Context: an optimization exercise on an open-source flow, tuned for small area. The choices shown serve that exercise and are no tape-out recipe.
Only simulation tests tie the RTL to the original design; equivalence was not proved.
Power figures rest on the tool's default switching activity, not on a simulated workload.

`design.v`:
```
module IFU(
    input clock,
    input reset,
    output [31:0] pc
);
    reg [31:2] pc_q;
    assign pc = {pc_q, 2'b00};
    wire [31:2] nxt;
    wire [31:3] t;             
    assign nxt[2] = ~pc_q[2];
    assign t[3] = pc_q[2];
    genvar i;
    generate
        for (i = 3; i < 31; i = i + 1) begin : inc
            C_HA h(.a(pc_q[i]), .b(t[i]), .s(nxt[i]), .c(t[i+1]));
        end
    endgenerate
    assign nxt[31] = pc_q[31] ^ t[31];
    always @(posedge clock or posedge reset) begin
        if (reset) pc_q <= 30'd0;
        else       pc_q <= nxt;
    end
endmodule
module CONTROL(
    input [31:0] instruction,
    output is_rtype,
    output reg sub,
    output reg [2:0] k
);
    wire [2:0] f3 = instruction[14:12];
    wire [6:0] f7 = instruction[31:25];
    wire f7_zero = (f7 == 7'b0000000);
    wire f7_alt  = (f7 == 7'b0100000);
    assign is_rtype = (instruction[6:0] == 7'b0110011);
    always @(*) begin
        sub = 1'b0;
        k = 3'd6;                                    
        case (f3)
            3'd0: if (f7_zero) k = 3'd0;             
                  else if (f7_alt) begin sub = 1'b1; k = 3'd0; end   
            3'd1: k = 3'd1;                          
            3'd2: begin sub = 1'b1; k = 3'd1; end    
            3'd3: begin sub = 1'b1; k = 3'd2; end    
            3'd4: k = 3'd4;                          
            3'd5: if (f7_zero) k = 3'd2;             
                  else if (f7_alt) k = 3'd3;         
            3'd6: k = 3'd5;                          
            default: k = 3'd6;                       
        endcase
    end
endmodule
module RF_AO22(input a1, input a2, input b1, input b2, output y);
    assign y = (a1 & a2) | (b1 & b2);
endmodule
module RF_AOI222(input a1, input a2, input b1, input b2, input c1, input c2, output y);
    assign y = ~((a1 & a2) | (b1 & b2) | (c1 & c2));
endmodule
module RF_NAND2(input a, input b, output y);
    assign y = ~(a & b);
endmodule
module RF_RDBIT(input [31:1] sel, input [31:1] d, output y);
    wire [10:0] p;
    genvar j;
    generate
        for (j = 0; j < 10; j = j + 1) begin : g
            RF_AOI222 c(.a1(sel[3*j+1]), .a2(d[3*j+1]), .b1(sel[3*j+2]), .b2(d[3*j+2]),
                        .c1(sel[3*j+3]), .c2(d[3*j+3]), .y(p[j]));
        end
    endgenerate
    RF_NAND2 c31(.a(sel[31]), .b(d[31]), .y(p[10]));
    assign y = ~(&p);
endmodule
module REG_FILE(
    input clock,
    input init,
    input we,
    input [4:0] wa,
    input [31:0] wd,
    input [4:0] ra1,
    input [4:0] ra2,
    output [31:0] rd1,
    output [31:0] rd2
);
    wire [31:0] wd0 = wd & {32{~init}};
    wire [31:0] wd1 = wd | {32{init}};
    wire [31:1] sel1, sel2;
    wire [31:0] q [1:31];
    genvar i, b;
    generate
        for (i = 1; i < 32; i = i + 1) begin : x
            localparam [31:0] RV = i * i;
            wire wsel = init | (we && (wa == i));
            wire nsel = ~wsel;
            reg [31:0] r;
            wire [31:0] d;
            for (b = 0; b < 32; b = b + 1) begin : bt
                RF_AO22 m(.a1(wsel), .a2(RV[b] ? wd1[b] : wd0[b]), .b1(nsel), .b2(r[b]), .y(d[b]));
            end
            always @(posedge clock) r <= d;
            assign q[i] = r;
            assign sel1[i] = (ra1 == i);
            assign sel2[i] = (ra2 == i);
        end
        for (b = 0; b < 32; b = b + 1) begin : rb
            wire [31:1] col;
            for (i = 1; i < 32; i = i + 1) begin : c
                assign col[i] = q[i][b];
            end
            RF_RDBIT p1(.sel(sel1), .d(col), .y(rd1[b]));
            RF_RDBIT p2(.sel(sel2), .d(col), .y(rd2[b]));
        end
    endgenerate
endmodule
module C_HA(input a, input b, output s, output c);       
    assign s = a ^ b;
    assign c = a & b;
endmodule
module C_XOR2(input a, input b, output y);   assign y = a ^ b;       endmodule
module C_XNOR2(input a, input b, output y);  assign y = ~(a ^ b);    endmodule
module C_NAND2(input a, input b, output y);  assign y = ~(a & b);    endmodule
module C_NAND2B(input an, input b, output y); assign y = an | ~b;    endmodule
module C_A21OI(input a1, input a2, input b1, output y); assign y = ~((a1 & a2) | b1); endmodule
module C_O21AI(input a1, input a2, input b1, output y); assign y = ~((a1 | a2) & b1); endmodule
module C_A22OI(input a1, input a2, input b1, input b2, output y); assign y = ~((a1 & a2) | (b1 & b2)); endmodule
module C_O22AI(input a1, input a2, input b1, input b2, output y); assign y = ~((a1 | a2) & (b1 | b2)); endmodule
module C_A222OI(input a1, input a2, input b1, input b2, input c1, input c2, output y);
    assign y = ~((a1 & a2) | (b1 & b2) | (c1 & c2));
endmodule
module C_INV(input a, output y);          assign y = ~a;          endmodule
module C_NOR2(input a, input b, output y); assign y = ~(a | b);    endmodule
module C_AO22(input a1, input a2, input b1, input b2, output y); assign y = (a1 & a2) | (b1 & b2); endmodule
module C_MUX2I(input a0, input a1, input s, output y); assign y = ~(s ? a1 : a0); endmodule
module ALU(
    input [31:0] a,
    input [31:0] b,
    input sub,
    input [2:0] k,
    output [31:0] y,
    output zero
);
    wire en_sum  = (k == 3'd0);
    wire en_sl   = ~sub & (k == 3'd1);
    wire en_sr   = ~sub & (k[2:1] == 2'b01);
    wire sra     = ~sub & (k == 3'd3);
    wire en_slt  = sub & (k == 3'd1);
    wire en_sltu = sub & (k == 3'd2);
    wire cP      = ~sub & ((k == 3'd4) | (k == 3'd5));   
    wire cG      = ~sub & ((k == 3'd5) | (k == 3'd6));   
    wire cPn = ~cP, cGn = ~cG;
    wire [31:0] bx;
    wire [31:0] pp, gg;         
    wire [16:0] c;              
    wire [32:17] c0, c1;        
    wire [31:0] s;
    wire [31:16] s0, s1;
    assign c[0] = sub;
    wire nc16 = ~c[16];
    genvar i;
    generate
        for (i = 0; i < 32; i = i + 1) begin : ad
            C_XOR2 xb(.a(b[i]), .b(sub), .y(bx[i]));
            if (i % 2 == 0) begin : ev
                C_HA h(.a(a[i]), .b(bx[i]), .s(pp[i]), .c(gg[i]));
            end else begin : od
                C_XNOR2 hp(.a(a[i]), .b(bx[i]), .y(pp[i]));
                C_NAND2 hg(.a(a[i]), .b(bx[i]), .y(gg[i]));
            end
            if (i < 16) begin : lo
                if (i % 2 == 0) begin : ev
                    C_A21OI cc(.a1(pp[i]), .a2(c[i]), .b1(gg[i]), .y(c[i+1]));
                end else begin : od
                    C_O21AI cc(.a1(pp[i]), .a2(c[i]), .b1(gg[i]), .y(c[i+1]));
                end
                C_XOR2 sx(.a(pp[i]), .b(c[i]), .y(s[i]));
            end else if (i == 16) begin : b16
                C_INV  k0(.a(gg[16]), .y(c0[17]));
                C_NOR2 k1(.a(pp[16]), .b(gg[16]), .y(c1[17]));
                C_XOR2 sx(.a(pp[16]), .b(c[16]), .y(s[16]));
            end else begin : hi
                if (i % 2 == 0) begin : ev
                    C_A21OI k0(.a1(pp[i]), .a2(c0[i]), .b1(gg[i]), .y(c0[i+1]));
                    C_A21OI k1(.a1(pp[i]), .a2(c1[i]), .b1(gg[i]), .y(c1[i+1]));
                end else begin : od
                    C_O21AI k0(.a1(pp[i]), .a2(c0[i]), .b1(gg[i]), .y(c0[i+1]));
                    C_O21AI k1(.a1(pp[i]), .a2(c1[i]), .b1(gg[i]), .y(c1[i+1]));
                end
                C_XOR2 x0(.a(pp[i]), .b(c0[i]), .y(s0[i]));
                C_XOR2 x1(.a(pp[i]), .b(c1[i]), .y(s1[i]));
                C_AO22 sl(.a1(c[16]), .a2(s1[i]), .b1(nc16), .b2(s0[i]), .y(s[i]));
            end
        end
    endgenerate
    wire cout = c[16] ? c1[32] : c0[32];
    wire lt = en_slt ? ((a[31] ^ b[31]) ? a[31] : s[31]) : ~cout;
    wire fill = sra & a[31];
    wire [31:0] r0, r1, r2, r3, r4, r5;
    generate
        for (i = 0; i < 32; i = i + 1) begin : sh
            C_MUX2I m0(.a0(a[i]), .a1(a[31-i]), .s(en_sl), .y(r0[i]));     
            C_MUX2I m1(.a0(r0[i]), .a1(i + 1  < 32 ? r0[i+1]  : ~fill), .s(b[0]), .y(r1[i]));  
            C_MUX2I m2(.a0(r1[i]), .a1(i + 2  < 32 ? r1[i+2]  :  fill), .s(b[1]), .y(r2[i]));  
            C_MUX2I m3(.a0(r2[i]), .a1(i + 4  < 32 ? r2[i+4]  : ~fill), .s(b[2]), .y(r3[i]));  
            C_MUX2I m4(.a0(r3[i]), .a1(i + 8  < 32 ? r3[i+8]  :  fill), .s(b[3]), .y(r4[i]));  
            C_MUX2I m5(.a0(r4[i]), .a1(i + 16 < 32 ? r4[i+16] : ~fill), .s(b[4]), .y(r5[i]));  
        end
    endgenerate
    wire [31:0] z, w;
    generate
        for (i = 0; i < 32; i = i + 1) begin : rs
            C_A222OI t(.a1(en_sum), .a2(s[i]), .b1(en_sr), .b2(r5[i]), .c1(en_sl), .c2(r5[31-i]), .y(z[i]));
            if (i == 0) begin : b0
                assign y[0] = ~z[0] | (cP & pp[0]) | (cG & gg[0]) | ((en_slt | en_sltu) & lt);
            end else if (i % 2 == 0) begin : ev
                C_A22OI l(.a1(cP), .a2(pp[i]), .b1(cG), .b2(gg[i]), .y(w[i]));    
                C_NAND2 o(.a(z[i]), .b(w[i]), .y(y[i]));
            end else begin : od
                C_O22AI l(.a1(cPn), .a2(pp[i]), .b1(cGn), .b2(gg[i]), .y(w[i]));  
                C_NAND2B o(.an(w[i]), .b(z[i]), .y(y[i]));
            end
        end
    endgenerate
    assign w[0] = 1'b0;
    assign zero = ~|y;
endmodule
module DATAPATH(
    input clock,
    input reset,
    input is_rtype,
    input sub,
    input [2:0] k,
    input [4:0] rs1,
    input [4:0] rs2,
    input [4:0] rd,
    output [31:0] result,
    output result_valid,
    output zero
);
    reg valid_q;
    reg init_q;
    always @(posedge clock or posedge reset) begin
        if (reset) begin
            valid_q <= 1'b0;
            init_q  <= 1'b1;
        end else begin
            valid_q <= is_rtype;
            init_q  <= 1'b0;
        end
    end
    reg [4:0] rs1_q, rs2_q, rd_q;
    reg sub_q;
    reg [2:0] k_q;
    always @(posedge clock) begin
        rs1_q <= rs1;
        rs2_q <= rs2;
        rd_q  <= rd;
        sub_q <= sub;
        k_q   <= k;
    end
    wire [31:0] a, b;
    REG_FILE rf(
        .clock(clock), .init(init_q),
        .we(valid_q), .wa(rd_q), .wd(result),
        .ra1(rs1_q), .ra2(rs2_q), .rd1(a), .rd2(b)
    );
    ALU alu(.a(a), .b(b), .sub(sub_q), .k(k_q), .y(result), .zero(zero));
    assign result_valid = valid_q;
endmodule
`timescale 1ns/1ns
module PROCESSOR(
    input clock,
    input reset,
    input [31:0] instruction,
    output [31:0] pc,
    output result_valid,
    output [31:0] result,
    output zero
);
    wire is_rtype, sub;
    wire [2:0] k;
    IFU ifu(.clock(clock), .reset(reset), .pc(pc));
    CONTROL ctl(.instruction(instruction), .is_rtype(is_rtype), .sub(sub), .k(k));
    DATAPATH dp(
        .clock(clock), .reset(reset),
        .is_rtype(is_rtype), .sub(sub), .k(k),
        .rs1(instruction[19:15]), .rs2(instruction[24:20]), .rd(instruction[11:7]),
        .result(result), .result_valid(result_valid), .zero(zero)
    );
endmodule
```
`run.sh`:
```
#!/bin/bash
# synth_recipe.tcl (not shown) runs the flow's synth.tcl, then flattens the netlist and writes it again
# the make line also repeats each setting of config.mk as NAME=value (left out here)
make -C /OpenROAD-flow-scripts/flow DESIGN_CONFIG=/design/flow/config.mk WORK_HOME=/design/flow/orfs CLKGATE_MAP_FILE= SYNTH_SCRIPT=/design/flow/synth_recipe.tcl finish
```
`config.mk`:
```
export PLATFORM = sky130hd
export DESIGN_NAME = PROCESSOR
export DESIGN_NICKNAME = PROCESSOR
export VERILOG_FILES = /design/flow/design.v
export SDC_FILE = /design/flow/constraint.sdc
export NUM_CORES = 4
export LEC_CHECK = 0
export CAP_MARGIN = 0
export CORE_MARGIN = 2
export CORE_UTILIZATION = 45
export CTS_BUF_LIST = sky130_fd_sc_hd__clkbuf_4
export CTS_CLUSTER_DIAMETER = 40
export CTS_CLUSTER_SIZE = 8
export SLEW_MARGIN = 0
export SYNTH_HIERARCHICAL = 1
export SYNTH_MINIMUM_KEEP_SIZE = 0
```
`constraint.sdc`:
```
create_clock -name core_clock -period 12.0 [get_ports {clock}]
set_input_delay 2.4000 -clock core_clock [delete_from_list [all_inputs] [get_ports {clock}]]
set_output_delay 2.4000 -clock core_clock [all_outputs]
set_load 0.01 [all_outputs]
```
==> results.txt <==
- The setup slack of the worst register-to-register path is 4.09 ns.
- The most common cell after layout, fill and taps aside is a22o_1.
- The max-slew violation count came to 0.
- The number of nets with antenna violations after detailed routing is 0.
- The largest individual stage delay along the critical path comes from the cell or3_2.
- The detailed router finished its first iteration with 11,500 violations.
- Clock-pin slew was measured on the worst setup and hold paths at 0.09 ns.
- The arrival time reported for the critical path endpoint is 9.38 ns.
- For this run the aggregate overflow at the end of global routing stands at 0.
- The global-route total usage across every layer is 40.6%.
- VDD sags by at most 0.000105 V.
- After detailed routing, the total wire length is 215,000 µm.
- The number of optimization iterations in the first detailed-route pass is 17.
- The number of ports placed on the die boundary is 100.
- TritonCTS built the clock tree.
- After floorplanning, the core was sized to cover 97,000 µm².
- By startpoint and endpoint, the worst setup path is classified as reg -> out.
- Clock latency on the worst-skew pair, taken at its later pin, is 1.24 ns.
- Summing the sequential cell areas from Yosys gives 47.6% of the chip area.
- The setup TNS after final layout is 0 ns.
- The number of buffers inserted by hold repair at cts is 0.
- The clock period minus final worst setup slack is 11.78 ns.
- The tree built by TritonCTS fans out to 1,043 sinks.
- In the layout the commonest cells are a22o_1, dfxtp_1, a222oi_1.
- Entering global routing, the biggest net connects 60 pins.
- The actual transition at the worst max-transition pin is 1.29 ns.
- The area growth from synthesis to layout is 15.6%.
- The global-route wire length before repair is 303,000 µm.
- The required arrival time at the worst endpoint is 9.60 ns.
- The count of mapped cells out of synthesis is 3,796.
- The type of element capturing the critical path is an output pin.
- Timing would allow up to 0.0849 GHz.
- In the routed design, unresolved DRC markers number 0.
- The number of failing hold endpoints at the final stage is 0.
- The most used flip-flop cell after synthesis is dfxtp_1.
- Overall power consumption after layout is estimated at 8.82 mW.
- The biggest fanout along the worst timing path is 31.
- The static leakage is 19.3 nW.
- The setup-violating endpoint count in the final report is 0.
- The initial cell density of the core is 45.6%.
- The cell area after synthesis is 44,200 µm².
- A synthesized cell averages 11.6 µm².
- Of all flip-flops after synthesis, the portion carrying an async set or reset was 3.07%.
- The type of origin of the critical path is a flip-flop.
- The final routed wire length divided by cell count is 38.6 µm.
- Between clock sinks in the finished design, the worst skew comes to 0.106 ns.
- The number of buffer cells added on primary ports is 97.
- The via count of the first global-routing pass was 41,600.
- During synthesis, Yosys emitted a total of 10 warnings.
- The clock buffer count from CTS is 166.
- Measured along the y axis, the die boundary spans 317 µm.
- The H-tree generated during clock tree synthesis spans 4 levels.
- The ratio of cells with drive above 1 in the final layout is 15.1%.
- The run finished with no timing, DRC or antenna violations.
- The total power density per cell area is 173 nW/µm².
- The net count of the finished layout is 4,295.
- Across all hold checks on the routed design, the worst slack comes to 0.453 ns.
- In this run the tightest slew margin relative to its limit is 14.0%.
- The ratio of routed vias to standard cells is 8.00.
- The floorplan step set the die width to 317 µm.
- The area of the die is 101,000 µm².
- In the finished design, the share of the clock period the worst path needs comes to 98.2%.
- The maximum count of clock buffers along a single path is 3.
- The total number of vias is 44,700.
- The min-delay analysis places its worst path in the category reg -> reg.
- The synthesized design contains 0 enable-type register cells.
- The number of placement rows is 114.
- The number of violations of the max-capacitance limit is 0.
- The initial antenna violation count is 14.
- Among the stages of the critical path, the cell type that occurs most often is a21oi_2.
- The netlist uses 55 different library cells.
- After legalization and detailed placement, the total HPWL measured 134,000 µm.
- For this run, the slowest stage of the critical path takes 0.61 ns.
- The root cell of the clock tree is clkbuf_4.
- At the end of routability-driven placement, the weighted congestion stood at 1.06.
- The flip-flop and latch count after synthesis is 1,043.
critical path: cells and delay by family (launching register included):
family | cells | cell delay, ns
AOI/OAI and AO/OA | 18 | 3.52
and+or+nand+nor | 8 | 2.07
buffers and inverters | 5 | 1.44
DFF | 1 | 0.57
adders and majority gates | 1 | 0.37
xor gates and xnor gates | 1 | 0.17
metrics by stage:
stage          instances  area [µm²]  util [%]  setup slack, ns
6_report            5584       51100      52.7            0.217
5_1_grt             5578       51100      52.7          -0.0311
4_1_cts             5552       50800      52.4           0.0317
3_5_place_dp        5303       48700      50.2            0.893
3_3_place_gp        5303       48700      50.2            0.961
2_1_floorplan       3797       44200         -            0.403
per-module statistics from Yosys (local to each module, per instance), a selection:
module | flip-flops and latches | times used | area, µm²
C_NAND2 | 0 | 31 | 3.75
C_NAND2B | 0 | 16 | 6.26
REG_FILE | 992 | 1 | 21200
C_O22AI | 0 | 16 | 6.26
IFU | 30 | 1 | 793
C_HA | 0 | 44 | 12.5
C_AO22 | 0 | 15 | 8.76
Yosys cell counts (36+ instances only):
library cell     n  share of area, %
a222oi_1       672                15
a22o_1        1007                20
dfxtp_1       1011                46
ha_1            44               1.2
mux2i_1        192               4.3
nand2_1        103              0.87
nand3_1         67              0.76
nand4_1        130               1.8
nor2_1          50              0.42
nor2b_1         36              0.51
or3_1           68              0.96
xor2_1          81               1.6
routing by layer:
| layer | wire length (µm) | share of wire, % | track usage, % | vias up |
|---|---|---|---|---|
| met5 | 122 | 0.057 | 0.804 | - |
| met4 | 17600 | 8.2 | 28.2 | 14 |
| met3 | 33100 | 15 | 13.9 | 900 |
| met2 | 85000 | 39 | 56.1 | 4289 |
| met1 | 79600 | 37 | 52.9 | 21400 |
| li1 | - | - | - | 18000 |
cells by family after synthesis:
kind of cell / after synthesis / share of synthesized area, %
AOI/OAI and AO/OA: 1830 / 37.6
buffers and inverters: 45 / 0.458
muxes: 193 / 4.37
xor gates and xnor gates: 97 / 1.92
adders and majority gates: 45 / 1.27
other: 2 / 0.0170
DFF: 1043 / 47.6
and+or+nand+nor: 541 / 6.75
final timing paths:
check                            start                to  cells past startpoint
setup / recovery           dp.rs2_q[0]              zero                     33
hold / removal             ifu.pc_q[2]       ifu.pc_q[2]                      1
setup reg to reg           dp.rs2_q[0]  dp.rf.x[21].r[0]                     30
hold reg to reg            ifu.pc_q[2]       ifu.pc_q[2]                      1
max in group asynchronous        reset      ifu.pc_q[27]                      2
min in group asynchronous        reset        dp.valid_q                      2
registers in the layout (all words and copies together) (netlist names):
register / cells
dp.valid_q: 1
dp.rd_q: 5
dp.rs2_q: 5
dp.rf.x.r: 992
dp.init_q: 1
dp.sub_q: 1
dp.k_q: 3
ifu.pc_q: 30
dp.rs1_q: 5
power by group:
| part | internal [mW] | switching [mW] |
|---|---|---|
| registers | 3.98 | 0.468 |
| logic | 0.792 | 1.25 |
| clock network | 0.986 | 1.34 |
| total | 5.75 | 3.06 |
final cells by class:
class,instances,area (µm²)
Multi-Input combinational cell,2710,24000
Timing Repair inverter,1,7.51
Timing Repair Buffer,284,2410
Inverter,11,45.0
Clock inverter,50,520
Tap cell,1276,1600
Clock buffer,195,1460
Sequential cell,1043,21100
Antenna cell,14,35.0
Fill cell,8618,45900
repair_timing:
item,CTS,global route
gates cloned,1,1
pin swaps,0,7
setup endpoints to repair,1,1
endpoints found under the hold margin,0,0
setup buffers,3,17
resized for setup,18,32

[port drivers added, routing unchanged]
The flow's constraints put no driver on any port. The routed layout listed below was extracted and timed again, unchanged, in two steps.
Step 1 assumes that a clkbuf_16 drives the clock port and a buf_2 every other input.
Step 2, shift: input delay + t, output delay - t, t = (earliest + latest rising clock arrival at the registers) / 2. This alone moves slack from input paths to output paths.
Slacks: no drivers / after step 1 / after step 2; pairs: no drivers / after step 1.
shift t [ns]: 1.262
setup slack, ns: 0.217 / 0.143 / 1.405
latest minus earliest clock arrival (ns): 0.105 / 0.105
After both steps this run still meets setup and hold. The setup slack of this run moves by -0.074 ns with the drivers and by +1.188 ns with both steps.
